What follows belongs to an exercise in optimizing a design on an open flow for small area; a production flow would make more cautious choices.
Only simulation tests tie the RTL to the original design; equivalence was not proved.
Power is estimated from default activity; no workload was simulated.

==> design/flow/design.v <==
`timescale 1ns / 1ps
module vga(clk,
			  rst,
			  h_sync,
			  v_sync,
			  r_pixel,
			  c_pixel,
			  r_next,
			  video_on);
	input  clk,rst;
	output h_sync,  
			 v_sync,  
			 video_on; 
	output [9:0] r_pixel, 
			 c_pixel, 
			 r_next; 
	wire		 h_sync,
				 v_sync,
				 video_on;
	reg [9:0] r_pixel,c_pixel;
	assign r_next = r_pixel + 10'd1;
	parameter H_PIXEL = 640;
	parameter HSYNC_START = 659;
	parameter HSYNC_END = 755;
	parameter H_MAX = 799;
	parameter V_PIXEL = 480;
	parameter VSYNC_START = 493;
	parameter VSYNC_END = 494;
	parameter V_MAX = 524;
	always @(posedge clk) begin
		if (rst) begin
			r_pixel 	<= 0;
			c_pixel  <= 0;
		end
		else begin
			if(c_pixel == H_MAX) begin
				c_pixel <= 10'b0;
			end
			else begin
				c_pixel <= c_pixel+1;
			end
			if(r_pixel >= V_MAX && c_pixel >= H_MAX) begin
				r_pixel <= 10'b0;
			end
			else if(c_pixel == H_MAX) begin
				r_pixel <= r_next;
			end
		end
	end
	assign h_sync   = ~((c_pixel >= HSYNC_START)&&(c_pixel <= HSYNC_END));
	assign v_sync   = ~((r_pixel >= VSYNC_START)&&(r_pixel <= VSYNC_END));
	assign video_on = ((c_pixel < H_PIXEL)&&(r_pixel < V_PIXEL));
endmodule
`timescale 1ns / 1ps
module LevelDebounce(clk,
							rst,
							button,
							debounce);
	input  	  clk,
				  rst,
				  button;
	output 	  debounce;
	reg [2:0]  cntr;
	wire 		  debounce = (cntr == 3'd7);
	reg 		  button_1;
	reg 		  button_sync;
	always @(posedge clk)
	begin
		button_1 <= button;
		button_sync <= button_1;
	end
	always @(posedge clk)
	begin
		if (rst || !button_sync)
			cntr <= 0;
		else if (cntr != 3'd7)
			cntr <= cntr + 3'd1;
	end
endmodule
`timescale 1ns / 1ps
module food_gen(clk,
					 rst,
					 c_pixel,
					 r_pixel,
					 gen_food,
					 game_over,
					 food_X,
					 food_Y,
					 food_prnt,
					 bound_prnt );
	input [7:0] c_pixel,
					r_pixel;
	input 		clk,
					rst,
					gen_food,
					game_over;
	output 		food_prnt,
					bound_prnt;
	output [7:0]	food_X,
					food_Y;
	reg			food_prnt,
					bound_prnt;
	reg 	[7:0]	new_food_X,
					new_food_Y;
	reg 	[7:0] food_X,
					food_Y;
	always @(*)
	begin
		if(!game_over && !gen_food && c_pixel == food_X && r_pixel == food_Y) begin
			food_prnt = 1'b1;
		end
		else begin
			food_prnt = 1'b0;
		end
		if (c_pixel < 8'h10 || c_pixel >8'h90) begin
			 bound_prnt = 1'b1;
		end
		else if (r_pixel < 8'h0A || r_pixel >8'h6E) begin
			bound_prnt = 1'b1;
		end
		else begin
			bound_prnt = 1'b0;
		end
	end
	always @(posedge clk)
	begin
	  if (rst) begin
		new_food_X <= 8'h11;
		new_food_Y <= 8'hB;
	  end
	  else begin
		if(new_food_X >= 8'h89 )begin
			new_food_X <= 8'h11;
		end
		else begin
			new_food_X <= new_food_X + 1;
		end
		if(new_food_Y >= 8'h6d) begin
			new_food_Y <= 8'hB;
		end
		else begin
			new_food_Y <= new_food_Y + 1;
		end
	  end
	end
	always @(posedge clk)
	begin
	  if(rst) begin
			food_X <= 8'h50;
		   food_Y <= 8'h47;
	  end
	  else if(gen_food)begin
			food_X <= new_food_X;
		   food_Y <= new_food_Y;
	  end
	end
endmodule
`timescale 1ns / 1ps
module print_snake(clk,
						 rst,
						 btn_right,
						 btn_left,
						 btn_up,
						 btn_down,
						 r_pixel,
						 r_next,
						 c_pixel,
						 food_X,
						 food_Y,
						 prnt,
						 make_food,
						 game_over);
	input 		 clk,
					 rst,
					 btn_right,
					 btn_left,
					 btn_up,
					 btn_down;
	input [9:0]  r_pixel,
					 r_next,
					 c_pixel;
	input [7:0]  food_X,
					 food_Y;
	output 		 prnt;
	output reg	 make_food,
					 game_over;
	localparam [1:0] DR = 2'd0, DL = 2'd1, DU = 2'd2, DD = 2'd3;
	integer i;
	reg [8:0] spd;
	reg       post_ticket;
	always @(posedge clk) begin
		if (rst) begin
			spd <= 0;
			post_ticket <= 0;
		end
		else begin
			spd <= spd + 9'd1;
			post_ticket <= (spd == 9'd511);
		end
	end
	reg       mv_v;
	reg [1:0] mv_d;
	always @(posedge clk) begin
		if (rst)
			mv_v <= 0;
		else if (!game_over) begin
			if (btn_left)       begin mv_v <= 1; mv_d <= DL; end
			else if (btn_right) begin mv_v <= 1; mv_d <= DR; end
			else if (btn_up)    begin mv_v <= 1; mv_d <= DU; end
			else if (btn_down)  begin mv_v <= 1; mv_d <= DD; end
		end
	end
	reg [1:0]  HP;       
	reg [1:0]  LD;       
	reg        zf;       
	reg [15:0] body0;    
	reg [6:0]  len;      
	reg        grew;     
	wire [6:0] E = len - {6'd0, grew};   
	reg        hit_r, dup_r;
	reg [15:0] tail;     
	wire [7:0] b0x = body0[15:8];
	wire [7:0] b0y = body0[7:0];
	reg [7:0] hx, hy;
	always @(*) begin
		hx = b0x;
		hy = b0y;
		if (zf)
			case (LD)
				DR: hx = b0x + 8'd1;
				DL: hx = b0x - 8'd1;
				DU: hy = b0y - 8'd1;
				DD: hy = b0y + 8'd1;
			endcase
	end
	wire go_keep = (len == 7'd100) & game_over;
	wire eat     = (body0 == {food_X, food_Y});
	wire wall    = (b0x == 8'h91) || (b0x == 8'h10) || (b0y == 8'h6F) || (b0y == 8'h0A);
	always @(posedge clk) begin
		if (rst) begin
			game_over <= 0;
			make_food <= 0;
			len       <= 7'd10;
			grew      <= 0;
			body0     <= 16'h4040;
			HP        <= DR;
			LD        <= DR;
			zf        <= 0;
		end
		else if (post_ticket) begin
			make_food <= eat;
			len       <= (eat && len != 7'd100) ? len + 7'd1 : len;
			grew      <= eat && len != 7'd100;
			game_over <= go_keep | hit_r | wall;
			body0     <= {hx, hy};    
			LD        <= HP;
			if (mv_v && (mv_d[1] != HP[1]))
				HP <= mv_d;
			zf        <= 1;
		end
	end
	reg [1:0] ring [0:99];
	reg [6:0] c100;
	reg       pending, fill, dirty;
	reg [1:0] ins_dir;
	wire       c99     = (c100 == 7'd99);
	wire       ins_now = c99 && (pending || post_ticket);
	wire       start   = ins_now || (c100 == 7'd0);
	wire [1:0] new_dir = zf ? LD : DL;    
	wire [1:0] cur_dir = ins_now ? (pending ? ins_dir : new_dir) : (fill ? DR : ring[0]);
	always @(posedge clk) begin
		for (i = 0; i < 99; i = i + 1)
			ring[i] <= ring[i+1];
		ring[99] <= cur_dir;
	end
	always @(posedge clk) begin
		if (rst) begin
			c100    <= 0;
			pending <= 0;
			fill    <= 1;
			dirty   <= 0;
		end
		else begin
			c100    <= ins_now ? 7'd1 : (c99 ? 7'd0 : c100 + 7'd1);
			if (c99)
				fill <= 0;
			pending <= post_ticket ? !ins_now : (ins_now ? 1'b0 : pending);
			dirty   <= start ? (post_ticket && !ins_now) : (dirty | post_ticket);
		end
	end
	always @(posedge clk)
		if (post_ticket)
			ins_dir <= new_dir;
	reg [15:0] wpos;
	reg [1:0]  wprev;    
	wire [1:0] prev   = start ? LD : wprev;
	wire       nostep = (cur_dir == DL && prev == DR) || (ins_now && !pending);
	always @(posedge clk)
		wprev <= cur_dir;
	wire [15:0] base  = start ? body0 : wpos;
	reg  [15:0] wnext;
	always @(*) begin
		wnext = base;
		if (!nostep)
			case (cur_dir)
				DR: wnext[15:8] = base[15:8] - 8'd1;
				DL: wnext[15:8] = base[15:8] + 8'd1;
				DU: wnext[7:0]  = base[7:0]  + 8'd1;
				DD: wnext[7:0]  = base[7:0]  - 8'd1;
			endcase
	end
	always @(posedge clk)
		wpos <= wnext;
	wire [6:0] wk  = (c100 == 7'd0) ? 7'd100 : c100;
	wire       eq0 = (wpos == body0);
	wire       eqt = (wpos == tail);
	reg        hacc, dacc;
	always @(posedge clk) begin
		if (wk == 7'd1) begin
			hacc <= 0;
			dacc <= eqt;
		end
		else begin
			hacc <= hacc | eq0;
			dacc <= dacc | eqt;
		end
		if (wk == E) begin
			hit_r <= hacc | eq0;
			dup_r <= dacc | eq0;
			tail  <= wpos;
		end
	end
	wire       clr_all = (c_pixel == 10'd579);
	wire [7:0] rowB    = (c_pixel >= 10'd580) ? r_next[9:2] : r_pixel[9:2];
	reg  breq, bact, bext;
	wire bstart = start && breq;
	wire [6:0] limit = dirty ? E - 7'd1 : E;
	wire       wset = ((bact && (wk <= limit)) || bext) && (wpos[7:0] == rowB);
	wire       tadd = post_ticket && (b0y == rowB);
	wire       sen  = wset | tadd;
	wire [7:0] sx   = wset ? wpos[15:8] : b0x;
	wire       trem = post_ticket && (len == E) && !dup_r && (tail[7:0] == rowB);
	always @(posedge clk) begin
		if (rst) begin
			breq <= 0;
			bact <= 0;
			bext <= 0;
		end
		else begin
			if (clr_all)
				breq <= 1;
			else if (bstart)
				breq <= 0;
			bact <= bstart ? 1'b1 : (start ? 1'b0 : bact);
			bext <= start && bact && (dirty || (post_ticket && ins_now));
		end
	end
	reg [15:0] dlo;
	reg [9:1]  dhi;
	always @(*) begin
		dlo = 16'd0;
		dlo[sx[3:0]] = 1'b1;
		dhi = 9'd0;
		for (i = 1; i <= 9; i = i + 1)
			dhi[i] = sen && (sx[7:4] == i);
	end
	wire [144:16] bm;
	genvar g;
	generate
		for (g = 16; g <= 144; g = g + 1) begin : map
			rowmap_bit mb(.clk(clk), .clr(clr_all), .h(dhi[g/16]), .l(dlo[g%16]), .q(bm[g]));
		end
	endgenerate
	reg       m1v, m2v, tk1;
	reg [7:0] m1x, m2x;
	always @(posedge clk) begin
		if (rst || clr_all) begin
			m1v <= 0;
			m2v <= 0;
			tk1 <= 0;
		end
		else if (post_ticket) begin
			tk1 <= 1;
			if (!tk1) begin
				m1v <= trem;
				m1x <= tail[15:8];
			end
			else begin
				m2v <= trem;
				m2x <= tail[15:8];
			end
		end
	end
	wire [7:0] cx = c_pixel[9:2];
	wire bsel;
	rowmap_read rr(.bm(bm), .cx(cx), .q(bsel));
	assign prnt = bsel && !(m1v && m1x == cx) && !(m2v && m2x == cx);
endmodule
module rowmap_bit(clk, clr, h, l, q);
	input clk, clr, h, l;
	output reg q;
	always @(posedge clk)
		q <= ~clr & (q | (h & l));
endmodule
module rowmap_read(bm, cx, q);
	input [144:16] bm;
	input [7:0] cx;
	output q;
	wire [15:0] lo;
	wire [9:1]  hi;
	wire [9:1]  g;
	genvar j;
	generate
		for (j = 0; j < 16; j = j + 1) begin : dl
			assign lo[j] = (cx[3:0] == j);
		end
		for (j = 1; j <= 9; j = j + 1) begin : dh
			assign hi[j] = (cx[7:4] == j);
		end
		for (j = 1; j <= 8; j = j + 1) begin : gr
			rm_group16 gg(.b(bm[16*j+15:16*j]), .lo(lo), .y(g[j]));
		end
	endgenerate
	assign g[9] = bm[144];
	assign q = |(g & hi);
endmodule
module rm_group16(b, lo, y);
	input [15:0] b, lo;
	output y;
	assign y = |(b & lo);
endmodule
`timescale 1ns / 1ps
module set_color(clk,
					  rst,
					  video_on,
					  food_prnt,
					  bound_prnt,
					  prnt,
					  game_over,
					  vgaRed,
					  vgaGreen,
					  vgaBlue);
	input		 	 clk,
					 rst,
					 video_on;
	input  	    food_prnt,
					 game_over,
					 bound_prnt,
					 prnt;
	output [2:0] vgaRed;
	output [2:0] vgaGreen;
	output [1:0] vgaBlue;
	reg 			 flag;
	reg    [2:0] vgaRed,
					 vgaGreen;
	reg	 [1:0] vgaBlue;
	always @(posedge clk)
	begin
	    if(rst) begin
			flag 		<= 0;
			vgaRed   <= 3'h7;
			vgaGreen <= 3'h0;
			vgaBlue  <= 2'h0;
	    end
	    else if(video_on)begin
			 if(flag) begin
				 vgaRed   <= 3'h0;
				 vgaGreen <= 3'h0;
				 vgaBlue  <= 2'h0;
			 end
			 else if(game_over)begin
				 flag <= 1;
			 end
			 else if(bound_prnt == 1'b1) begin
				 vgaRed   <= 3'h0;
				 vgaGreen <= 3'h0;
				 vgaBlue  <= 2'h3;
			 end
			 else if(prnt == 1'b1 )begin
				 vgaRed   <= 3'h7;
				 vgaGreen <= 3'h0;
				 vgaBlue  <= 2'h0;
			 end
			 else if(food_prnt == 1'b1)begin
				 vgaRed   <= 3'h0;
				 vgaGreen <= 3'h7;
				 vgaBlue  <= 2'h0;
			 end
			 else begin
				 vgaRed   <= 3'h0;
				 vgaGreen <= 3'h0;
				 vgaBlue  <= 2'h0;
			 end
		end
		else begin
			vgaRed   <= 3'h0;
			vgaGreen <= 3'h0;
			vgaBlue  <= 2'h0;
		end
	end
endmodule
`timescale 1ns / 1ps
module snake_game(clk,
						rst,
						btn_right,
						btn_left,
						btn_up,
						btn_down,
						h_sync,
						v_sync,
						vgaRed,
						vgaGreen,
						vgaBlue);
	input 		 clk,
					 rst,
					 btn_right,
					 btn_left,
					 btn_up,
					 btn_down;
	output 		 h_sync,
					 v_sync;
	output [2:0] vgaRed,
					 vgaGreen;
	output [1:0] vgaBlue;
	wire 		  	 btn_right_db,
					 btn_left_db,
					 btn_up_db,
					 btn_down_db,
					 prnt,
					 video_on,
					 game_over,
					 gen_food,
					 food_prnt,
					 bound_prnt;
	wire 	 [9:0] r_pixel,c_pixel,r_next;
	wire 	 [7:0] food_X,
					 food_Y;
	 vga	 SV( .clk(clk),
				  .rst(rst),
				  .h_sync(h_sync),
				  .v_sync(v_sync),
				  .r_pixel(r_pixel),
				  .c_pixel(c_pixel),
				  .r_next(r_next),
				  .video_on(video_on));
	 print_snake PS(.clk(clk),
						 .rst(rst),
						 .btn_right(btn_right_db),
						 .btn_left(btn_left_db),
						 .btn_up(btn_up_db),
						 .btn_down(btn_down_db),
						 .r_pixel(r_pixel),
						 .r_next(r_next),
						 .c_pixel(c_pixel),
						 .food_X(food_X),
						 .food_Y(food_Y),
						 .prnt(prnt),
						 .make_food(gen_food),
						 .game_over(game_over));
	 food_gen FG(.clk(clk),
					 .rst(rst),
					 .c_pixel(c_pixel[9:2]),
					 .r_pixel(r_pixel[9:2]),
					 .gen_food(gen_food),
					 .game_over(game_over),
					 .food_X(food_X),
					 .food_Y(food_Y),
					 .food_prnt(food_prnt),
					 .bound_prnt(bound_prnt) );
	 set_color SC(.clk(clk),
					  .rst(rst),
					  .video_on(video_on),
					  .food_prnt(food_prnt),
					  .bound_prnt(bound_prnt),
					  .prnt(prnt),
					  .game_over(game_over),
					  .vgaRed(vgaRed),
					  .vgaGreen(vgaGreen),
					  .vgaBlue(vgaBlue));
	 LevelDebounce BTN_Right(.clk(clk),
									 .rst(rst),
									 .button(btn_right),
									 .debounce(btn_right_db));
	 LevelDebounce BTN_Left( .clk(clk),
									 .rst(rst),
									 .button(btn_left),
									 .debounce(btn_left_db));
	 LevelDebounce BTN_Up(	 .clk(clk),
									 .rst(rst),
									 .button(btn_up),
									 .debounce(btn_up_db));
	 LevelDebounce BTN_Down( .clk(clk),
									 .rst(rst),
									 .button(btn_down),
									 .debounce(btn_down_db));
endmodule
==> design/flow/run.sh <==
#!/bin/bash
# synth_recipe.tcl (not shown) runs the flow's synth.tcl, then flattens the netlist and writes it again
# the make line also repeats each setting of config.mk as NAME=value (left out here)
make -C /OpenROAD-flow-scripts/flow DESIGN_CONFIG=/design/flow/config.mk WORK_HOME=/design/flow/orfs CLKGATE_MAP_FILE= SYNTH_SCRIPT=/design/flow/synth_recipe.tcl finish
==> design/flow/config.mk <==
export PLATFORM = sky130hd
export DESIGN_NAME = snake_game
export DESIGN_NICKNAME = snake_game
export VERILOG_FILES = /design/flow/design.v
export SDC_FILE = /design/flow/constraint.sdc
export NUM_CORES = 4
export LEC_CHECK = 0
export CAP_MARGIN = 20
export CORE_MARGIN = 2
export CORE_UTILIZATION = 60
export CTS_CLUSTER_DIAMETER = 100
export CTS_CLUSTER_SIZE = 25
export SLEW_MARGIN = 20
export SYNTH_HIERARCHICAL = 1
export SYNTH_MINIMUM_KEEP_SIZE = 0
==> design/flow/constraint.sdc <==
create_clock -name core_clock -period 8.0 [get_ports {clk}]
set_input_delay 1.6000 -clock core_clock [delete_from_list [all_inputs] [get_ports {clk}]]
set_output_delay 1.6000 -clock core_clock [all_outputs]
set_load 0.01 [all_outputs]
==> impl_metrics.tcl, run 1 <==
set metrics [dict create \
    vias 13440 \
    end_kind "register" \
    postLayoutCellArea_sq_um 21240 \
    r2r-start "PS.len[0]" \
    path_max_fanout 20 \
    fin_crit_sh 0.7170 \
    start_util 0.6115 \
    worst_r2r_path_depth 20 \
    firstDrtPassIters 5 \
    place_congestion 0.8802 \
    die_x_microns 186.3 \
    r2r_slack_ns 2.26 \
    ys_warn_count 13 \
    grt_max_degree 108 \
    fill_cells 2656 \
    hpwlAfterDp_microns 28520 \
    async_flop_share 0 \
    hold_start "PS.ring[3][0]" \
    clock.fmax_ghz 0.1743 \
    arrival_ns 6.24 \
    clk_latency_ns 0.58 \
    status "timing/DRC/antenna clean" \
    avgSynthCellArea_sq_um 10.45 \
    worst_path_max_delay_cell "nor3_1" \
    coreArea_sq_um 32620 \
    grt_usage 0.2422 \
    synth_common_cells "481 x dfxtp_1, 261 x nor2_1, 182 x a21oi_1" \
    yosys_register_bits 519 \
    cellLeakagePower_uw 0.008430 \
    area_growth_pct 6.499 \
    wire_per_inst_microns 18.09 \
    dieArea_sq_um 34720 \
    row_count 66 \
    multi_input_area_sq_um 8843 \
    path_clk_slew_ns 0.10 \
    drc 0 \
    cts.sinks 519 \
    cp_data_required_time_ns 8.50 \
    period_minus_slack_ns 5.736 \
    synth_nets 1984 \
    setup_viol 0 \
    nNetsFinal 1977 \
    post-cts-setup-buffers 0 \
    peakVddDrop_uv 195.4 \
    critPathKind "reg -> reg" \
    hold_class "reg -> reg" \
    ys.flop_type "dfxtp_1" \
    utilization 0.6512 \
    diodes 0 \
    synth_cells 1909 \
    yosysTopAreaCellShare 0.4828 \
    globalRoute.totalOverflow 0 \
    drtAntennaViolNets 0 \
    cts.path.max_buffers 3 \
    routed.top_layer "met4" \
    tightest_slew_ns 1.145 \
    synth_edf_count 38 \
    cts-hold-fix-buffers 0 \
    via_per_inst 5.720 \
    fin_setup_tns_ns 0 \
    numCtsBuffers 24 \
    rsz0062_at_grt "false" \
    met3RoutedLength_microns 1938 \
    grt_pass1_wl_microns 69000 \
    grt_pass1_vias 12890 \
    path_delay_family "simple AND/OR/NAND/NOR gates" \
    io_pins 16 \
    final-max-slew-violation-count 0 \
    cts_tree "built" \
    synth-seq-area-share 0.5400 \
    layout-drive-gt1-share 0.07027 \
    ctsRootBufferMaster "clkbuf_16" \
    wl_microns 42500 \
    met1Wirelength_microns 20640 \
    hold_viol_final 0 \
    post_cts_resized 0 \
    seq_area_sq_um 10770 \
    whs_path_depth 0 \
    r2r-end "PS.map[86].mb.q" \
    antenna_found_initial 0 \
    cts_htree_levels 1 \
    synth_cell_types 76 \
    critPathLaunchType "register" \
    slew_headroom 0.2308 \
    synth_area_sq_um 19950 \
    max_stage_delay_ns 0.91 \
    port_buffers 15 \
    dr.first_iter.drc_count 975 \
    critPathBufInv 2 \
    fp.dieH_microns 186.3 \
    placed_area_sq_um 20580 \
    fin_skew_ns 0.01708 \
    yosysTopAreaCell "dfxtp_1" \
    wl_met2_microns 18740 \
    crit_top_cell "ha_1" \
    synth.most_common_cell "dfxtp_1" \
    crit_chain "inv_1 -> ha_1 -> nand2_1 -> xor2_1 -> nand4_1 -> a211oi_1 -> xnor2_1 -> ha_1 -> nand3_1 -> nor2_1 -> a21oi_1 -> a21boi_0 -> o211ai_1 -> buf_4 -> mux2i_1 -> ha_1 -> mux4_1 -> nor3_1 -> a21oi_1 -> nor2_1" \
    powerDensity_nw_per_um2 203.4 \
    synthTopCellsByArea "dfxtp_1 48%, edfxtp_1 5.7%, xor2_1 5.0%" \
    cap_violations 0 \
    whs_endpoint "PS.ring[2][0]" \
]
metal layers:
metal  vias up  global-route usage
li1       6601                   -
met1      6423              0.3565
met2       337              0.3826
met3        76             0.02332
met4         0             0.06646
met5         -                   0
cell usage in the layout, fill, tap and decap left out, types with 4 or more instances in the layout:
| cell type | instances |
|---|---|
| or2_2 | 7 |
| xor2_1 | 113 |
| or3_1 | 13 |
| nor3_1 | 32 |
| inv_1 | 30 |
| nor2b_1 | 26 |
| a22o_1 | 32 |
| ha_1 | 65 |
| nand2_1 | 78 |
| nor4_1 | 26 |
| o21ai_0 | 33 |
| xnor2_1 | 88 |
| a221oi_2 | 32 |
| clkbuf_16 | 24 |
| a211oi_1 | 4 |
| nor4b_1 | 4 |
| nand4_1 | 25 |
| o211ai_1 | 5 |
| edfxtp_1 | 38 |
| a21oi_1 | 181 |
| dfxtp_1 | 481 |
| a21o_1 | 13 |
| nor2_1 | 261 |
| clkdlybuf4s50_1 | 14 |
| nand2b_1 | 26 |
| nor3b_1 | 4 |
| a211o_1 | 10 |
| clkbuf_1 | 5 |
| mux2_2 | 12 |
| nand3_1 | 37 |
| o31ai_1 | 6 |
| o21a_1 | 5 |
| fa_1 | 4 |
| mux2i_2 | 6 |
| and3_1 | 9 |
| and2_1 | 5 |
| buf_4 | 21 |
| mux2i_1 | 58 |
| nor3_2 | 14 |
area by class of cell:
cell class / count / share of cell area
clock buffer: 29 / 0.02916
timing repair buffer: 36 / 0.01425
tap: 442 / 0.02604
multi-input combinational: 1290 / 0.4163
sequential: 519 / 0.5070
clock inverter: 2 / 0.001708
inverter: 31 / 0.005478
stage by stage:
stage               instances  power (uW)  setup WS, ns  hold WS [ns]
finish                   2349        4321         2.264        0.3215
global route             2349        4475         1.786        0.3277
CTS                      2349        4352         2.331        0.3231
detailed placement       2318        3036         2.377        0.3121
global placement         2318        3025         2.343        0.3099
floorplan                1909        2972        0.6337        0.3096
cell families after synthesis:
family | synth area share
and+or+nand+nor | 0.1405
DFF | 0.5400
AOI/OAI and AO/OA | 0.1221
xor gates and xnor gates | 0.08826
buffers and inverters | 0.02202
muxes | 0.04209
adders and majority gates | 0.04479
other | 0.0001880
power by group:
part	leakage [uW]	total, uW	internal [uW]	switching, uW
clock network	0.000318	1340	556	788
registers	0.00422	2720	2650	66.4
logic	0.00389	261	127	134
worst max-delay path by stage:
stage | start | end | depth (start not counted)
2_1_floorplan | SV.c_pixel[3] | PS.m1x[0] | 4
3_3_place_gp | PS.len[0] | PS.map[61].mb.q | 20
3_5_place_dp | PS.len[0] | PS.map[86].mb.q | 20
4_1_cts | PS.len[0] | PS.map[86].mb.q | 20
5_1_grt | PS.len[0] | PS.map[120].mb.q | 20
6_report | PS.len[0] | PS.map[86].mb.q | 20
modules after synthesis, one instance, submodules excluded, a selection:
module	cell area (sq um)	cells inside	flip-flops and latches	copies in the design
LevelDebounce	183.9	15	5	4
food_gen	1505	157	32	1
print_snake	11620	1043	314	1
rm_group16	101.3	9	0	8
rowmap_bit	28.78	3	1	129
rowmap_read	210.2	34	0	1
set_color	202.7	20	4	1
vga	1146	136	20	1
state kept, by name, indices dropped and copies added (netlist names), 8 cells and up:
register       flops
FG.food_X          8
FG.food_Y          8
FG.new_food_X      8
FG.new_food_Y      8
PS.body0          16
PS.m1x             8
PS.m2x             8
PS.map.mb.q      129
PS.ring          200
PS.spd             9
PS.tail           16
PS.wpos           16
SV.c_pixel        10
SV.r_pixel        10
==> run 2, diff against run 1 <==
--- a/design/flow/design.v
+++ b/design/flow/design.v
@@ -388,6 +388,8 @@
 			else begin
 				m2v <= trem;
 				m2x <= tail[15:8];
+				if (tadd && m1x == b0x)
+					m1v <= 0;
 			end
 		end
 	end
==> run 2 against run 1 <==
Compared with the run above: non-clock buffer count decreased by 1; sequential share of layout area is 0.35 points lower; flip-flop and latch count unchanged; combinational power is 3% higher; final area grew 0.69%; final cell count rose by 0.85%; clock power barely moved; synthesized area is 0.98% higher; utilization down 0.86 points; clock skew shrank 0.0024 ns; sequential power barely moved; global-route usage shrank 0.37 points; largest power group unchanged.
==> impl_metrics.tcl, run 2 <==
set metrics [dict create \
    status "timing/DRC/antenna clean" \
    tightest_slew_ns 1.103 \
    grt_usage 0.2386 \
    hold_class "reg -> reg" \
    top_register "PS.ring" \
    largest_register_ffs 200 \
    wire_per_inst_microns 17.73 \
    cts.sinks 519 \
    arrival_ns 7.03 \
    timing.final.ws_setup_ns 1.484 \
    synth_edf_count 38 \
    diodes 0 \
    cts_htree_levels 1 \
    yosysTopAreaCellShare 0.4781 \
    synth_top_family_by_area "simple AND/OR/NAND/NOR gates" \
    grt_pass1_vias 12880 \
    fill_cells 2749 \
    die_x_microns 187.2 \
    placed_area_sq_um 20700 \
    mostFrequentLayoutCell "dfxtp_1" \
    synth_area_sq_um 20140 \
    wl_microns 42010 \
    final-max-slew-violation-count 0 \
    fp.dieH_microns 187.2 \
    ys_warn_count 13 \
    synthTopCellsByArea "dfxtp_1 48%, edfxtp_1 5.7%, xor2_1 5.4%" \
    dieArea_sq_um 35050 \
    setup_viol 0 \
    synth_cell_types 81 \
    total_power_uw 4334 \
    clock.fmax_ghz 0.1535 \
    cap_violations 0 \
    cp_data_required_time_ns 8.51 \
    slew_headroom 0.2588 \
    period_minus_slack_ns 6.516 \
    via_per_inst 5.739 \
    synth_cells 1918 \
    critPathKind "reg -> reg" \
    rsz0062_at_grt "false" \
    postLayoutCellArea_sq_um 21390 \
    reg_top3 "PS.ring x200, PS.map.mb.q x129" \
    yosysTopAreaCell "dfxtp_1" \
    avgSynthCellArea_sq_um 10.50 \
    area_growth_pct 6.187 \
    end_kind "register" \
    start_util 0.6052 \
    drtAntennaViolNets 0 \
    row_count 67 \
    dp_cells 2334 \
    synth-seq-area-share 0.5347 \
    yosys_register_bits 519 \
    grt_pass1_wl_microns 68410 \
    synth_nets 1993 \
    synth.most_common_cell "dfxtp_1" \
    clk_latency_ns 0.58 \
    yosys.area_share.simple 0.1470 \
    synthMuxAreaShare 0.03504 \
    synth_compound_area_frac 0.1235 \
    finalNonFillerCells 2369 \
    powerDensity_nw_per_um2 202.6 \
    fin_crit_sh 0.8145 \
    io_pins 16 \
    post_cts_resized 0 \
    firstDrtPassIters 5 \
    pre_cts_ws_ns 1.667 \
    post-cts-setup-buffers 0 \
    drc 0 \
    globalRoute.totalOverflow 0 \
    cts-hold-fix-buffers 0 \
    synth_common_cells "481 x dfxtp_1, 250 x nor2_1, 175 x a21oi_1" \
    synth-xor-area-share 0.09306 \
    antenna_found_initial 0 \
    cts_tree "built" \
    ys.flop_type "dfxtp_1" \
    cts.path.max_buffers 3 \
    async_flop_share 0 \
    path_clk_slew_ns 0.10 \
    layout-drive-gt1-share 0.07080 \
    hold_viol_final 0 \
    ctsRootBufferMaster "clkbuf_16" \
    peakVddDrop_uv 204.0 \
    port_buffers 15 \
    path_max_fanout 14 \
    numCtsBuffers 24 \
    dr.first_iter.drc_count 908 \
    coreArea_sq_um 33280 \
    fin_setup_tns_ns 0 \
    mostFrequentLayoutCells "481 x dfxtp_1, 250 x nor2_1, 175 x a21oi_1, 125 x xor2_1, 89 x xnor2_1" \
    hpwlAfterDp_microns 28400 \
    critPathLaunchType "register" \
    vias 13600 \
    synthAdderAreaFrac 0.04435 \
    place_congestion 0.8820 \
    fin_skew_ns 0.01465 \
    cellLeakagePower_uw 0.008515 \
    nNetsFinal 1988 \
    grt_max_degree 82 \
]
run 2: cell count changes in the layout (fill, tap and decap cells not counted), sizes merged, moves of 9 or more:
| cell | before | now |
|---|---|---|
| mux2i | 64 | 51 |
| xor2 | 113 | 125 |
| nor2 | 261 | 250 |
| nor4 | 28 | 37 |
run 2: layout make-up:
type / instances / area [sq um] / share of cell area
flip-flops and latches: 519 / 10770 / 0.5036
multi-input cells: 1305 / 8990 / 0.4203
clock buffers: 31 / 626.9 / 0.02931
well taps: 448 / 560.5 / 0.02621
repair buffers: 35 / 292.8 / 0.01369
inverters: 28 / 107.6 / 0.005031
clock inverters: 3 / 40.04 / 0.001872
run 2: metrics by stage:
| stage | utilization | hold slack, ns |
|---|---|---|
| final | 0.6427 | 0.3237 |
| after detailed placement | 0.6221 | 0.3121 |
| after CTS | 0.6422 | 0.3261 |
| after global placement | 0.6219 | 0.3111 |
| after global routing | 0.6427 | 0.3280 |
| after floorplan | - | 0.3096 |
run 2: critical path, stage by stage, from the launching register on:
cell	delay [ns]
dfxtp_1	0.46
inv_1	0.12
ha_1	0.22
nor2b_1	0.15
xnor2_1	0.45
nand4_1	0.21
a211oi_1	0.33
xnor2_1	0.17
ha_1	0.28
nand4_1	0.13
a21oi_1	0.05
nor4b_1	0.30
o31a_1	0.36
and3_4	0.39
mux2_4	0.38
inv_4	0.12
ha_1	0.43
inv_1	0.21
nor3_1	0.28
o21ai_0	0.11
mux2_2	0.30
nor3_1	0.69
a21oi_1	0.15
nor2_1	0.13
run 2: cells by family (layout without fill, tap and decap cells):
group	count (synthesis)	count (layout)
muxes	68	68
other	1	1
xor gates and xnor gates	214	214
adders and majority gates	69	69
AOI/OAI and AO/OA	350	350
and+or+nand+nor	603	603
buffers and inverters	94	97
DFF	519	519
run 2: path summary, 6_finish.rpt:
kind / from / endpoint / slack [ns] / cells past startpoint
worst max register to register: PS.len[0] / PS.map[142].mb.q / 1.48 / 23
worst min register to register: PS.ring[92][0] / PS.ring[91][0] / 0.32 / 0
worst min-delay path: PS.ring[92][0] / PS.ring[91][0] / 0.32 / 0
worst max-delay path: PS.len[0] / PS.map[142].mb.q / 1.48 / 23
run 2: layer usage:
layer	up-vias	GRT usage	wire length, microns
li1	6684	-	-
met5	-	0	0
met3	57	0.02139	1963
met2	344	0.3799	18610
met1	6510	0.3491	20350
met4	0	0.06685	1093
run 2: where the power goes:
group | internal, uW | total, uW | switching, uW | leakage (uW)
Clock | 560 | 1340 | 782 | 0.000323
Sequential | 2650 | 2720 | 73.0 | 0.00422
Combinational | 130 | 270 | 140 | 0.00397
Total | 3340 | 4330 | 995 | 0.00851
run 2: Yosys stat by module, one instance, submodules excluded, a selection:
module,flip-flops and latches,times used
food_gen,32,1
rowmap_bit,1,129
set_color,4,1
LevelDebounce,5,4
rowmap_read,0,1
vga,20,1
print_snake,314,1
rm_group16,0,8
==> run 3, diff against run 2 <==
--- a/design/flow/design.v
+++ b/design/flow/design.v
@@ -330,45 +330,37 @@
 			tail  <= wpos;
 		end
 	end
-	wire       clr_all = (c_pixel == 10'd579);
-	wire [7:0] rowB    = (c_pixel >= 10'd580) ? r_next[9:2] : r_pixel[9:2];
-	reg  breq, bact, bext;
-	wire bstart = start && breq;
+	wire [9:0] c       = c_pixel;
+	wire       clr_all = (c == 10'd579);
+	wire       clrA    = clr_all || (c == 10'd127) || (c == 10'd383);
+	wire       clrB    = (c == 10'd255) || (c == 10'd511);
+	wire       blank   = (c >= 10'd580);
+	wire [7:0] rowB    = blank ? r_next[9:2] : r_pixel[9:2];
+	wire [2:0] tgt     = blank ? 3'd0 : {1'b0, c[8:7]} + 3'd1;
+	wire       tgt_ok  = blank || !c[9];
 	wire [6:0] limit = dirty ? E - 7'd1 : E;
-	wire       wset = ((bact && (wk <= limit)) || bext) && (wpos[7:0] == rowB);
-	wire       tadd = post_ticket && (b0y == rowB);
-	wire       sen  = wset | tadd;
-	wire [7:0] sx   = wset ? wpos[15:8] : b0x;
-	wire       trem = post_ticket && (len == E) && !dup_r && (tail[7:0] == rowB);
-	always @(posedge clk) begin
-		if (rst) begin
-			breq <= 0;
-			bact <= 0;
-			bext <= 0;
-		end
-		else begin
-			if (clr_all)
-				breq <= 1;
-			else if (bstart)
-				breq <= 0;
-			bact <= bstart ? 1'b1 : (start ? 1'b0 : bact);
-			bext <= start && bact && (dirty || (post_ticket && ins_now));
-		end
-	end
-	reg [15:0] dlo;
-	reg [9:1]  dhi;
-	always @(*) begin
-		dlo = 16'd0;
-		dlo[sx[3:0]] = 1'b1;
-		dhi = 9'd0;
-		for (i = 1; i <= 9; i = i + 1)
-			dhi[i] = sen && (sx[7:4] == i);
-	end
-	wire [144:16] bm;
+	wire       wset  = (wk <= limit) && (wpos[7:0] == rowB) && tgt_ok && (wpos[15:13] == tgt);
+	wire       trow  = post_ticket && (b0y == rowB);
+	wire       tadd  = trow && ((tgt_ok && b0x[7:5] == tgt) || (!blank && b0x[7:5] == c[9:7]));
+	wire       trem  = post_ticket && (len == E) && !dup_r && (tail[7:0] == rowB);
+	wire [15:0] lo1, lo2;
+	wire [3:0]  hi1, hi2;
 	genvar g;
 	generate
-		for (g = 16; g <= 144; g = g + 1) begin : map
-			rowmap_bit mb(.clk(clk), .clr(clr_all), .h(dhi[g/16]), .l(dlo[g%16]), .q(bm[g]));
+		for (g = 0; g < 16; g = g + 1) begin : dl
+			assign lo1[g] = (wpos[11:8] == g);
+			assign lo2[g] = (b0x[3:0] == g);
+		end
+		for (g = 0; g < 4; g = g + 1) begin : dh
+			assign hi1[g] = wset && (wpos[13:12] == g);
+			assign hi2[g] = tadd && (b0x[5:4] == g);
+		end
+	endgenerate
+	wire [63:0] bm;
+	generate
+		for (g = 0; g < 64; g = g + 1) begin : map
+			rowmap_bit mb(.clk(clk), .clr(g < 32 ? clrA : clrB),
+							  .h1(hi1[g/16]), .l1(lo1[g%16]), .h2(hi2[g/16]), .l2(lo2[g%16]), .q(bm[g]));
 		end
 	endgenerate
 	reg       m1v, m2v, tk1;
@@ -388,43 +380,38 @@
 			else begin
 				m2v <= trem;
 				m2x <= tail[15:8];
-				if (tadd && m1x == b0x)
+				if (trow && m1x == b0x)
 					m1v <= 0;
 			end
 		end
 	end
 	wire [7:0] cx = c_pixel[9:2];
 	wire bsel;
-	rowmap_read rr(.bm(bm), .cx(cx), .q(bsel));
+	rowmap_read rr(.bm(bm), .cx(cx[5:0]), .q(bsel));
 	assign prnt = bsel && !(m1v && m1x == cx) && !(m2v && m2x == cx);
 endmodule
-module rowmap_bit(clk, clr, h, l, q);
-	input clk, clr, h, l;
+module rowmap_bit(clk, clr, h1, l1, h2, l2, q);
+	input clk, clr, h1, l1, h2, l2;
 	output reg q;
 	always @(posedge clk)
-		q <= ~clr & (q | (h & l));
+		q <= ~clr & (q | (h1 & l1) | (h2 & l2));
 endmodule
 module rowmap_read(bm, cx, q);
-	input [144:16] bm;
-	input [7:0] cx;
+	input [63:0] bm;
+	input [5:0] cx;
 	output q;
 	wire [15:0] lo;
-	wire [9:1]  hi;
-	wire [9:1]  g;
+	wire [3:0]  g;
 	genvar j;
 	generate
 		for (j = 0; j < 16; j = j + 1) begin : dl
 			assign lo[j] = (cx[3:0] == j);
 		end
-		for (j = 1; j <= 9; j = j + 1) begin : dh
-			assign hi[j] = (cx[7:4] == j);
-		end
-		for (j = 1; j <= 8; j = j + 1) begin : gr
+		for (j = 0; j < 4; j = j + 1) begin : gr
 			rm_group16 gg(.b(bm[16*j+15:16*j]), .lo(lo), .y(g[j]));
 		end
 	endgenerate
-	assign g[9] = bm[144];
-	assign q = |(g & hi);
+	assign q = g[cx[5:4]];
 endmodule
 module rm_group16(b, lo, y);
 	input [15:0] b, lo;
==> run 3 against run 2 <==
Compared with the run above: largest cell class unchanged; fmax increased by 49%; clock skew increased by 0.0054 ns; first-iteration DRC count decreased by 15%; sequential share of layout area decreased by 2.3 points; critical path depth decreased by 11; synthesized cell count decreased by 12%.
==> impl_metrics.tcl, run 3 <==
set metrics [dict create \
    synth_cell_types 84 \
    setup_viol 0 \
    synth_nets 1764 \
    crit_chain "buf_4 -> o41a_1 -> o31ai_2 -> buf_4 -> mux2i_1 -> xnor2_1 -> nor4_1 -> nand4_1 -> nor3_2 -> buf_4 -> a221oi_2 -> nor2_1" \
    grt_max_degree 53 \
    cts.sinks 451 \
    yosysTopAreaCellShare 0.4473 \
    wire_per_inst_microns 18.83 \
    cts_tree "built" \
    hpwlAfterDp_microns 26450 \
    finalNonFillerCells 2078 \
    clk_latency_ns 0.56 \
    layout-drive-gt1-share 0.1082 \
    synth_common_cells "413 x dfxtp_1, 193 x nor2_1, 115 x xor2_1" \
    reg_top3 "PS.ring x200, PS.map.mb.q x64" \
    mostFrequentLayoutCell "dfxtp_1" \
    synth_edf_count 38 \
    cts_htree_levels 1 \
    clock.fmax_ghz 0.2293 \
    nNetsFinal 1751 \
    synth-seq-area-share 0.5090 \
    row_count 64 \
    ys_warn_count 13 \
    place_congestion 0.8572 \
    cap_violations 0 \
    cellLeakagePower_uw 0.007658 \
    fin_crit_sh 0.5450 \
    largest_register_ffs 200 \
    cts.path.max_buffers 3 \
    drtAntennaViolNets 0 \
    tightest_slew_ns 1.077 \
    mostFrequentLayoutCells "413 x dfxtp_1, 188 x nor2_1, 115 x xor2_1, 93 x xnor2_1, 80 x a221oi_2" \
    path_clk_slew_ns 0.10 \
    coreArea_sq_um 30430 \
    grt_pass1_wl_microns 63690 \
    critPathKind "reg -> reg" \
    final-max-slew-violation-count 0 \
    via_per_inst 5.903 \
    port_buffers 15 \
    postLayoutCellArea_sq_um 19600 \
    end_kind "register" \
    dp_cells 2048 \
    firstDrtPassIters 5 \
    rsz0062_at_grt "false" \
    drc 0 \
    synth_cells 1689 \
    path_max_fanout 30 \
    dieArea_sq_um 32230 \
    placed_area_sq_um 18970 \
    yosysTopAreaCell "dfxtp_1" \
    vias 12270 \
    cts-hold-fix-buffers 0 \
    cp_data_required_time_ns 8.49 \
    numCtsBuffers 22 \
    worst_path_max_delay_cell "nor3_2" \
    synth.most_common_cell "dfxtp_1" \
    post_cts_resized 0 \
    critPathLaunchType "register" \
    synthTopCellsByArea "dfxtp_1 45%, a221oi_2 6.5%, edfxtp_1 6.2%" \
    fin_setup_tns_ns 0 \
    async_flop_share 0 \
    avgSynthCellArea_sq_um 10.94 \
    fp.dieH_microns 179.5 \
    ctsRootBufferMaster "clkbuf_16" \
    yosys_register_bits 451 \
    start_util 0.6074 \
    powerDensity_nw_per_um2 209.9 \
    area_growth_pct 6.031 \
    max_stage_delay_ns 0.78 \
    total_power_uw 4114 \
    die_x_microns 179.5 \
    crit_top_cell "buf_4" \
    diodes 0 \
    post-cts-setup-buffers 0 \
    hold_class "reg -> reg" \
    grt_pass1_vias 11980 \
    globalRoute.totalOverflow 0 \
    wl_microns 39120 \
    status "timing/DRC/antenna clean" \
    antenna_found_initial 0 \
    grt_usage 0.2383 \
    ys.flop_type "dfxtp_1" \
    fin_skew_ns 0.02000 \
    synth_area_sq_um 18480 \
    period_minus_slack_ns 4.360 \
    peakVddDrop_uv 157.6 \
    io_pins 16 \
    top_register "PS.ring" \
    dr.first_iter.drc_count 773 \
    arrival_ns 4.85 \
    hold_viol_final 0 \
    fill_cells 2529 \
    slew_headroom 0.2755 \
]
## run 3: worst max-delay path, delay by kind of cell, from the launching register on
family | cells | cell delay (ns)
multiplexers | 1 | 0.46
buffers and inverters | 3 | 0.89
AND/OR/NAND/NOR | 4 | 1.76
flip-flops | 1 | 0.31
XOR/XNOR | 1 | 0.12
AO/OA/AOI/OAI | 3 | 0.74
## run 3: metal layers
metal  share of wire  vias up  global-route usage
li1                -     6001                   -
met1            0.48     5990              0.3338
met2            0.46      226              0.4017
met3           0.034       50             0.02208
met4           0.023        0             0.05496
met5               0        -                   0
## run 3: where the power goes
part	internal, uW	leakage (uW)	switching, uW
Combinational	186	0.00368	231
Clock	514	0.000297	707
Sequential	2350	0.00369	125
## run 3: area by class of cell
| type | instances | area [sq um] | area share |
|---|---|---|---|
| clock buffer | 27 | 569.3 | 0.02905 |
| clock inverter | 3 | 43.79 | 0.002234 |
| inverter | 35 | 131.4 | 0.006703 |
| multi-input combinational | 1132 | 8662 | 0.4420 |
| sequential | 451 | 9409 | 0.4801 |
| tap | 396 | 495.5 | 0.02528 |
| timing repair buffer | 34 | 287.8 | 0.01468 |
## run 3: cells by family after synthesis
kind of cell,Yosys count,synth area share
AND/OR/NAND/NOR,546,0.1562
flip-flops,451,0.5090
AO/OA/AOI/OAI,251,0.1290
XOR/XNOR,208,0.09856
buffers and inverters,106,0.02620
adder cells (fa/ha/maj),69,0.04833
multiplexers,57,0.03249
other,1,0.0002029
## run 3: worst paths after layout
check	from	to	slack, ns	depth (start not counted)
hold / removal	PS.ring[68][0]	PS.ring[67][0]	0.33	0
setup reg to reg	SV.c_pixel[3]	PS.map[0].mb.q	3.64	12
hold reg to reg	PS.ring[68][0]	PS.ring[67][0]	0.33	0
setup / recovery	SV.c_pixel[3]	PS.map[0].mb.q	3.64	12
## run 3: per-module statistics from Yosys, one instance, submodules excluded, excerpt
module / cells inside / area, sq um
print_snake: 1070 / 11710
rowmap_bit: 3 / 38.79
food_gen: 157 / 1505
rowmap_read: 21 / 299.0
set_color: 20 / 202.7
LevelDebounce: 15 / 183.9
rm_group16: 9 / 101.3
vga: 133 / 1139
## run 3: stage by stage
stage            util  setup slack, ns  hold WS, ns
6_report       0.6441            3.640       0.3253
5_1_grt        0.6441            3.376       0.3345
4_1_cts        0.6434            3.538       0.3277
3_5_place_dp   0.6233            3.574       0.3121
3_3_place_gp   0.6233            3.750       0.3100
2_1_floorplan       -            3.247       0.3096
==> run 4, diff against run 3 <==
--- a/design/flow/design.v
+++ b/design/flow/design.v
@@ -338,11 +338,13 @@
 	wire [7:0] rowB    = blank ? r_next[9:2] : r_pixel[9:2];
 	wire [2:0] tgt     = blank ? 3'd0 : {1'b0, c[8:7]} + 3'd1;
 	wire       tgt_ok  = blank || !c[9];
-	wire [6:0] limit = dirty ? E - 7'd1 : E;
-	wire       wset  = (wk <= limit) && (wpos[7:0] == rowB) && tgt_ok && (wpos[15:13] == tgt);
+	reg        okf;
+	always @(posedge clk)
+		okf <= start ? 1'b1 : ((wk == E) ? 1'b0 : okf);
+	wire       wset  = okf && !(dirty && wk == E) && (wpos[7:0] == rowB) && tgt_ok && (wpos[15:13] == tgt);
 	wire       trow  = post_ticket && (b0y == rowB);
 	wire       tadd  = trow && ((tgt_ok && b0x[7:5] == tgt) || (!blank && b0x[7:5] == c[9:7]));
-	wire       trem  = post_ticket && (len == E) && !dup_r && (tail[7:0] == rowB);
+	wire       trem  = post_ticket && !grew && !dup_r && (tail[7:0] == rowB);
 	wire [15:0] lo1, lo2;
 	wire [3:0]  hi1, hi2;
 	genvar g;
@@ -393,8 +395,16 @@
 module rowmap_bit(clk, clr, h1, l1, h2, l2, q);
 	input clk, clr, h1, l1, h2, l2;
 	output reg q;
+	wire n1, n2;
+	rm_nand2 x1(.a(h1), .b(l1), .y(n1));
+	rm_nand2 x2(.a(h2), .b(l2), .y(n2));
 	always @(posedge clk)
-		q <= ~clr & (q | (h1 & l1) | (h2 & l2));
+		q <= ~clr & (q | ~n1 | ~n2);
+endmodule
+module rm_nand2(a, b, y);
+	input a, b;
+	output y;
+	assign y = ~(a & b);
 endmodule
 module rowmap_read(bm, cx, q);
 	input [63:0] bm;
@@ -416,7 +426,19 @@
 module rm_group16(b, lo, y);
 	input [15:0] b, lo;
 	output y;
-	assign y = |(b & lo);
+	wire [5:0] t;
+	rm_aoi222 a0(.a(b[0]), .b(lo[0]), .c(b[1]), .d(lo[1]), .e(b[2]), .f(lo[2]), .y(t[0]));
+	rm_aoi222 a1(.a(b[3]), .b(lo[3]), .c(b[4]), .d(lo[4]), .e(b[5]), .f(lo[5]), .y(t[1]));
+	rm_aoi222 a2(.a(b[6]), .b(lo[6]), .c(b[7]), .d(lo[7]), .e(b[8]), .f(lo[8]), .y(t[2]));
+	rm_aoi222 a3(.a(b[9]), .b(lo[9]), .c(b[10]), .d(lo[10]), .e(b[11]), .f(lo[11]), .y(t[3]));
+	rm_aoi222 a4(.a(b[12]), .b(lo[12]), .c(b[13]), .d(lo[13]), .e(b[14]), .f(lo[14]), .y(t[4]));
+	assign t[5] = ~(b[15] & lo[15]);
+	assign y = ~&t;
+endmodule
+module rm_aoi222(a, b, c, d, e, f, y);
+	input a, b, c, d, e, f;
+	output y;
+	assign y = ~((a & b) | (c & d) | (e & f));
 endmodule
 `timescale 1ns / 1ps
 module set_color(clk,
==> run 4 against run 3 <==
Compared with the run above: setup slack got worse by 0.10 ns; clock-buffer cell count is 3 higher; register-to-register slack got worse by 0.10 ns; critical endpoint is now PS.map[13].mb.q; power decreased by 4.3%; wire length up 0.23%; sequential power shrank 3%; utilization up 0.33 points; sequential share of layout area grew 1.1 points; final area shrank 2.1%.
==> impl_metrics.tcl, run 4 <==
set metrics [dict create \
    status "timing/DRC/antenna clean" \
    hold_class "reg -> reg" \
    nNetsFinal 1851 \
    grt_pass1_wl_microns 63470 \
    path_max_fanout 16 \
    setup_viol 0 \
    total_power_uw 3938 \
    whs_endpoint "PS.ring[7][1]" \
    fin_crit_sh 0.5579 \
    max_stage_delay_ns 0.89 \
    hpwlAfterDp_microns 26590 \
    cts.sinks 452 \
    drc 0 \
    tightest_slew_ns 0.9861 \
    synth.most_common_cell "dfxtp_1" \
    whs_ns 0.3237 \
    fin_setup_tns_ns 0 \
    io_pins 16 \
    layout-drive-gt1-share 0.05500 \
    clockPowerShare 0.314 \
    switchingPower_uw 963.1 \
    yosysTopAreaCell "dfxtp_1" \
    wl_microns 39210 \
    synth_area_sq_um 18080 \
    clock.fmax_ghz 0.2241 \
    dieArea_sq_um 31540 \
    clk_latency_ns 0.57 \
    mostFrequentLayoutCell "dfxtp_1" \
    critPathKind "reg -> reg" \
    coreArea_sq_um 29640 \
    diodes 0 \
    place_congestion 0.9014 \
    r2r-start "SV.c_pixel[6]" \
    sw_frac_of_total 0.2446 \
    cts_tree "built" \
    synth_cells 1802 \
    cts-hold-fix-buffers 0 \
    grt_pass1_vias 11910 \
    p_int_uw 2974 \
    post_cts_resized 0 \
    start_util 0.6101 \
    postLayoutCellArea_sq_um 19190 \
    cts_htree_levels 1 \
    hold_viol_final 0 \
    synth-seq-area-share 0.5215 \
    grt_usage 0.2511 \
    timing.final.ws_setup_ns 3.537 \
    crit_chain "o41ai_2 -> a21boi_2 -> mux2i_1 -> xnor2_1 -> nor4_1 -> nand4_1 -> a2111oi_2 -> nor3b_2 -> nand2_1 -> a31oi_1" \
    post-cts-setup-buffers 0 \
    path_delay_family "compound AO/OA/AOI/OAI gates" \
    synth_nets 1862 \
    critPathBufInv 0 \
    synth_edf_count 38 \
    arrival_ns 4.95 \
    wire_per_inst_microns 17.90 \
    worst_r2r_path_depth 10 \
    combPwrFrac 0.075 \
    yosysTopAreaCellShare 0.4583 \
    worst_path_max_delay_cell "nor3b_2" \
    cts.path.max_buffers 3 \
    yosys_register_bits 452 \
    period_minus_slack_ns 4.463 \
    placed_area_sq_um 18540 \
    avgSynthCellArea_sq_um 10.03 \
    cp_data_required_time_ns 8.49 \
    ys.flop_type "dfxtp_1" \
    async_flop_share 0 \
    synth_cell_types 93 \
    dr.first_iter.drc_count 940 \
    numCtsBuffers 22 \
    rsz0062_at_grt "false" \
    peakVddDrop_uv 227.4 \
    whs_path_depth 0 \
    area_growth_pct 6.110 \
    path_clk_slew_ns 0.10 \
    synthTopCellsByArea "dfxtp_1 46%, edfxtp_1 6.3%, xor2_1 5.3%" \
    powerDensity_nw_per_um2 205.2 \
    slew_headroom 0.3397 \
    largest_register_ffs 200 \
    die_x_microns 177.6 \
    r2r_slack_ns 3.54 \
    ys_warn_count 13 \
    cap_violations 0 \
    antenna_found_initial 1 \
    cellLeakagePower_uw 0.007712 \
    via_per_inst 5.755 \
    fp.dieH_microns 177.6 \
    hold_start "PS.ring[8][1]" \
    firstDrtPassIters 6 \
    reg_top3 "PS.ring x200, PS.map.mb.q x64" \
    r2r-end "PS.map[13].mb.q" \
    port_buffers 15 \
    vias 12600 \
    ctsRootBufferMaster "clkbuf_16" \
    top_register "PS.ring" \
    pre_cts_ws_ns 3.699 \
    critPathLaunchType "register" \
    grt_max_degree 43 \
    mostFrequentLayoutCells "413 x dfxtp_1, 201 x nand2_1, 133 x nor2_1, 110 x xor2_1, 104 x inv_1" \
    end_kind "register" \
    final-max-slew-violation-count 0 \
    row_count 63 \
    fin_skew_ns 0.02221 \
    globalRoute.totalOverflow 0 \
    drtAntennaViolNets 0 \
    p_seq_frac 0.610 \
    synth_common_cells "414 x dfxtp_1, 201 x nand2_1, 133 x nor2_1" \
]
==> run 4: cell count changes in the layout (fill, tap and decap cells not counted), sizes merged, moves of 5 or more <==
cell    delta
a221oi    -79
a222oi    +20
a22o      -16
a31oi     +66
ha        -13
inv       +69
mux2       -7
nand2    +133
nand3      +8
nand4      -5
nor2      -60
nor2b      -5
o22ai      +6
xor2       -5
==> run 4: layer usage <==
metal	share of wire	GRT usage	vias up
li1	-	-	6182
met1	0.46	0.3572	6023
met2	0.46	0.4012	332
met3	0.054	0.03063	67
met4	0.027	0.07480	0
met5	0	0	-
==> run 4: layout make-up <==
cell class,instances,area [sq um]
multi-input cells,1174,7928
repair buffers,35,295.3
clock inverters,3,57.56
flip-flops and latches,452,9430
inverters,106,397.9
clock buffers,30,590.6
well taps,390,488.0
fillers,2428,10450
==> run 4: per-stage QoR <==
| step | util | std cells |
|---|---|---|
| finish | 0.6474 | 2190 |
| global route | 0.6474 | 2190 |
| CTS | 0.6473 | 2190 |
| detailed placement | 0.6255 | 2157 |
| global placement | 0.6255 | 2157 |
| floorplan | - | 1802 |
==> run 4: cell families after synthesis <==
group | synth area share
multiplexers | 0.03252
AND/OR/NAND/NOR | 0.1719
buffers and inverters | 0.04124
other | 0.0002074
XOR/XNOR | 0.09881
adder cells (fa/ha/maj) | 0.03820
AO/OA/AOI/OAI | 0.09563
flip-flops | 0.5215
==> run 4: how the worst max path moves through the flow <==
stage	from	to	depth (start not counted)	slack (ns)
after global placement	SV.c_pixel[6]	PS.map[5].mb.q	10	3.81
final	SV.c_pixel[6]	PS.map[13].mb.q	10	3.54
after CTS	SV.c_pixel[6]	PS.map[13].mb.q	10	3.66
after global routing	SV.c_pixel[6]	PS.map[5].mb.q	10	3.23
after floorplan	PS.len[0]	PS.map[48].mb.q	13	3.34
after detailed placement	SV.c_pixel[6]	PS.map[35].mb.q	10	3.70
==> run 4: per-module statistics from Yosys (local to each module, per instance), a selection <==
module	times used	cell area, sq um	cells inside	flip-flops and latches
print_snake	1	11540	1060	312
rm_nand2	128	3.754	1	0
rm_group16	4	16.27	3	0
rm_aoi222	20	10.01	1	0
vga	1	1131	132	20
set_color	1	202.7	20	4
food_gen	1	1505	157	32
rowmap_bit	64	30.03	3	1
==> run 4: power by group through the flow <==
stage                     registers [uW]  logic, uW  clock network, uW
final                               2400        297               1240
after global routing                2410        329               1340
after CTS                           2400        292               1270
after detailed placement            2450        291                  0
after global placement              2450        286                  0
after floorplan                     2390        265                  0
==> run 4: worst register-to-register path, cell delays in order (launching register included) <==
cell and delay, ns:
dfxtp_1 0.74, o41ai_2 0.20, a21boi_2 0.67, mux2i_1 0.51
xnor2_1 0.13, nor4_1 0.31, nand4_1 0.16, a2111oi_2 0.43
nor3b_2 0.89, nand2_1 0.13, a31oi_1 0.23
==> run 5, diff against run 4 <==
--- a/design/flow/design.v
+++ b/design/flow/design.v
@@ -265,7 +265,7 @@
 	reg [1:0] ins_dir;
 	wire       c99     = (c100 == 7'd99);
 	wire       ins_now = c99 && (pending || post_ticket);
-	wire       start   = ins_now || (c100 == 7'd0);
+	wire       start   = ins_now || (c100 == 7'd100);
 	wire [1:0] new_dir = zf ? LD : DL;    
 	wire [1:0] cur_dir = ins_now ? (pending ? ins_dir : new_dir) : (fill ? DR : ring[0]);
 	always @(posedge clk) begin
@@ -275,13 +275,13 @@
 	end
 	always @(posedge clk) begin
 		if (rst) begin
-			c100    <= 0;
+			c100    <= 7'd100;
 			pending <= 0;
 			fill    <= 1;
 			dirty   <= 0;
 		end
 		else begin
-			c100    <= ins_now ? 7'd1 : (c99 ? 7'd0 : c100 + 7'd1);
+			c100    <= (ins_now || c100 == 7'd100) ? 7'd1 : c100 + 7'd1;
 			if (c99)
 				fill <= 0;
 			pending <= post_ticket ? !ins_now : (ins_now ? 1'b0 : pending);
@@ -311,7 +311,7 @@
 	end
 	always @(posedge clk)
 		wpos <= wnext;
-	wire [6:0] wk  = (c100 == 7'd0) ? 7'd100 : c100;
+	wire [6:0] wk  = c100;
 	wire       eq0 = (wpos == body0);
 	wire       eqt = (wpos == tail);
 	reg        hacc, dacc;
--- a/design/flow/config.mk
+++ b/design/flow/config.mk
@@ -9,7 +9,7 @@
 export CORE_MARGIN = 2
 export CORE_UTILIZATION = 60
 export CTS_CLUSTER_DIAMETER = 100
-export CTS_CLUSTER_SIZE = 25
+export CTS_CLUSTER_SIZE = 30
 export SLEW_MARGIN = 20
 export SYNTH_HIERARCHICAL = 1
 export SYNTH_MINIMUM_KEEP_SIZE = 0
==> run 5 against run 4 <==
Compared with the run above: die area fell by 0.93%; register-to-register slack improved by 0.32 ns; final area fell by 1.1%; clock power fell by 6%; via count fell by 0.92%; flip-flop and latch count did not move; sequential power rose by 3%; sequential share of layout area rose by 0.54 points; power rose by 8.4%; non-clock buffer count rose by 1; final cell count fell by 0.87%; critical endpoint is now v_sync; largest cell class unchanged.
==> impl_metrics.tcl, run 5 <==
set metrics [dict create \
    utilization 0.6437 \
    slew_headroom 0.3684 \
    r2r-start "PS.post_ticket" \
    die_x_microns 176.8 \
    cts.sinks 452 \
    critPathKind "reg -> out" \
    firstDrtPassIters 8 \
    synth_nets 1845 \
    rsz0062_at_grt "false" \
    grt_pass1_wl_microns 62510 \
    ys_warn_count 13 \
    arrival_ns 2.75 \
    cts_htree_levels 1 \
    synth_edf_count 38 \
    hold_start "PS.ring[66][0]" \
    path_max_fanout 7 \
    fin_skew_ns 0.02301 \
    synth_cells 1785 \
    synth-seq-area-share 0.5264 \
    row_count 63 \
    hold_class "reg -> reg" \
    synth_area_sq_um 17910 \
    cts_tree "built" \
    setup_viol 0 \
    dr.first_iter.drc_count 1238 \
    drtAntennaViolNets 0 \
    wl_microns 38960 \
    grt_pass1_vias 11620 \
    hpwlAfterDp_microns 26490 \
    coreArea_sq_um 29480 \
    via_per_inst 5.752 \
    final-max-slew-violation-count 0 \
    mostFrequentLayoutCells "414 x dfxtp_1, 211 x nand2_1, 128 x nor2_1, 121 x xor2_1, 96 x inv_1" \
    yosysTopAreaCell "dfxtp_1" \
    synth_common_cells "414 x dfxtp_1, 211 x nand2_1, 128 x nor2_1" \
    worst_r2r_path_depth 11 \
    mostFrequentLayoutCell "dfxtp_1" \
    layout-drive-gt1-share 0.05053 \
    largest_register_ffs 200 \
    globalRoute.totalOverflow 0 \
    path_clk_slew_ns 0.11 \
    place_congestion 0.8955 \
    reg_top3 "PS.ring x200, PS.map.mb.q x64" \
    dieArea_sq_um 31250 \
    numCtsBuffers 19 \
    avgSynthCellArea_sq_um 10.03 \
    fin_setup_tns_ns 0 \
    yosys_register_bits 452 \
    cp_data_required_time_ns 6.40 \
    antenna_found_initial 0 \
    post-cts-setup-buffers 0 \
    cellLeakagePower_uw 0.007701 \
    period_minus_slack_ns 4.351 \
    synthTopCellsByArea "dfxtp_1 46%, edfxtp_1 6.4%, xor2_1 5.9%" \
    vias 12490 \
    fin_crit_sh 0.5438 \
    cts.path.max_buffers 3 \
    start_util 0.6075 \
    cts-hold-fix-buffers 0 \
    whs_endpoint "PS.ring[65][0]" \
    cap_violations 0 \
    ctsRootBufferMaster "clkbuf_16" \
    io_pins 16 \
    yosysTopAreaCellShare 0.4627 \
    ys.flop_type "dfxtp_1" \
    end_kind "output pin" \
    wire_per_inst_microns 17.94 \
    r2r-end "PS.wpos[6]" \
    grt_usage 0.2490 \
    synth.most_common_cell "dfxtp_1" \
    synth_cell_types 89 \
    critPathLaunchType "register" \
    fill_cells 2471 \
    hold_viol_final 0 \
    clock.fmax_ghz 0.2299 \
    top_register "PS.ring" \
    area_growth_pct 5.945 \
    fp.dieH_microns 176.8 \
    whs_path_depth 0 \
    clk_latency_ns 0.56 \
    nNetsFinal 1833 \
    status "timing/DRC/antenna clean" \
    async_flop_share 0 \
    drc 0 \
    diodes 0 \
    peakVddDrop_uv 281.4 \
    port_buffers 15 \
    grt_max_degree 69 \
    tightest_slew_ns 0.9439 \
    post_cts_resized 0 \
    r2r_slack_ns 3.86 \
    powerDensity_nw_per_um2 225.0 \
]
==> run 5: cells by family after synthesis <==
| family | count (synthesis) | synth area share |
|---|---|---|
| AND/OR/NAND/NOR | 612 | 0.1709 |
| flip-flops | 452 | 0.5264 |
| AO/OA/AOI/OAI | 243 | 0.09466 |
| XOR/XNOR | 205 | 0.1002 |
| buffers and inverters | 167 | 0.03933 |
| adder cells (fa/ha/maj) | 54 | 0.03856 |
| multiplexers | 51 | 0.02969 |
| other | 1 | 0.0002094 |
==> run 5: layout make-up <==
type / count / area (sq um) / area share
clock buffers: 26 / 513.0 / 0.02703
clock inverters: 3 / 43.79 / 0.002308
inverters: 98 / 374.1 / 0.01972
multi-input cells: 1166 / 7821 / 0.4122
flip-flops and latches: 452 / 9429 / 0.4969
well taps: 390 / 488.0 / 0.02572
repair buffers: 36 / 306.5 / 0.01615
==> run 5: how the worst max path moves through the flow <==
| stage | from | endpoint | cells after the start |
|---|---|---|---|
| 2_1_floorplan | SV.c_pixel[3] | PS.map[0].mb.q | 10 |
| 3_3_place_gp | SV.c_pixel[4] | PS.map[35].mb.q | 12 |
| 3_5_place_dp | SV.c_pixel[4] | PS.map[0].mb.q | 11 |
| 4_1_cts | SV.r_pixel[0] | v_sync | 5 |
| 5_1_grt | PS.post_ticket | PS.wpos[6] | 11 |
| 6_report | SV.r_pixel[0] | v_sync | 5 |
==> run 5: critical path: stages, from the launching register on <==
cell	delay, ns
dfxtp_1	0.51
inv_1	0.13
ha_1	0.22
a2111oi_0	0.36
or3b_2	0.49
clkdlybuf4s50_1	0.49
==> run 5: per-layer routing <==
layer | share of wire | routed length (microns) | global-route usage | vias up
met3 | 0.058 | 2269 | 0.03909 | 67
met5 | 0 | 0 | 0 | -
met2 | 0.44 | 17300 | 0.3882 | 341
li1 | - | - | - | 6111
met4 | 0.022 | 873 | 0.06646 | 0
met1 | 0.48 | 18520 | 0.3606 | 5969
==> run 5: metrics by stage <==
stage | hold WS [ns] | setup slack, ns | power, uW | area (sq um) | std cells
finish | 0.3209 | 3.649 | 4269 | 18980 | 2171
global route | 0.3239 | 3.508 | 4450 | 18980 | 2171
global placement | 0.3098 | 3.851 | 3130 | 18390 | 2141
floorplan | 0.3096 | 4.059 | 2973 | 17910 | 1785
CTS | 0.3207 | 3.640 | 4285 | 18960 | 2171
detailed placement | 0.3121 | 3.755 | 3144 | 18410 | 2142
==> run 5: report_power, final <==
group	switching, uW	total [uW]	internal, uW
sequential	123	2460	2340
clock	693	1160	465
combinational	388	648	260
total	1200	4270	3070
==> run 5: modules after synthesis (local to each module, per instance), excerpt <==
module / flops+latches / cells inside
food_gen: 32 / 157
rm_nand2: 0 / 1
print_snake: 312 / 1038
rowmap_read: 0 / 21
vga: 20 / 137
set_color: 4 / 20

port drivers added, routing unchanged:
No port has a modelled driver above. Below, the same layouts with a new extraction and two added sets of constraints. Step 1 sets driving cells, clkbuf_16 on the clock port and buf_2 on the other inputs (assumed; they add their load-dependent delay and slew). Step 2 times the ports against the registers' clock, not the clock port: input delays grow and output delays shrink by t, the midpoint of the rising clock arrivals with the driver on. a / b / c = ideal / step 1 / step 2; a / b = the first two.
| run | shift t [ns] | slack for setup (ns) | hold slack, ns |
|---|---|---|---|
| run 1 | 0.623 | 2.264 / 2.264 / 2.264 | 0.322 / 0.322 / 0.322 |
| run 2 | 0.619 | 1.484 / 1.484 / 1.484 | 0.324 / 0.324 / 0.324 |
| run 3 | 0.605 | 3.640 / 3.640 / 3.640 | 0.325 / 0.325 / 0.325 |
| run 4 | 0.611 | 3.537 / 3.537 / 3.537 | 0.324 / 0.324 / 0.324 |
| run 5 | 0.591 | 3.649 / 3.598 / 3.862 | 0.321 / 0.321 / 0.321 |
After both steps setup and hold are still met in every run listed.
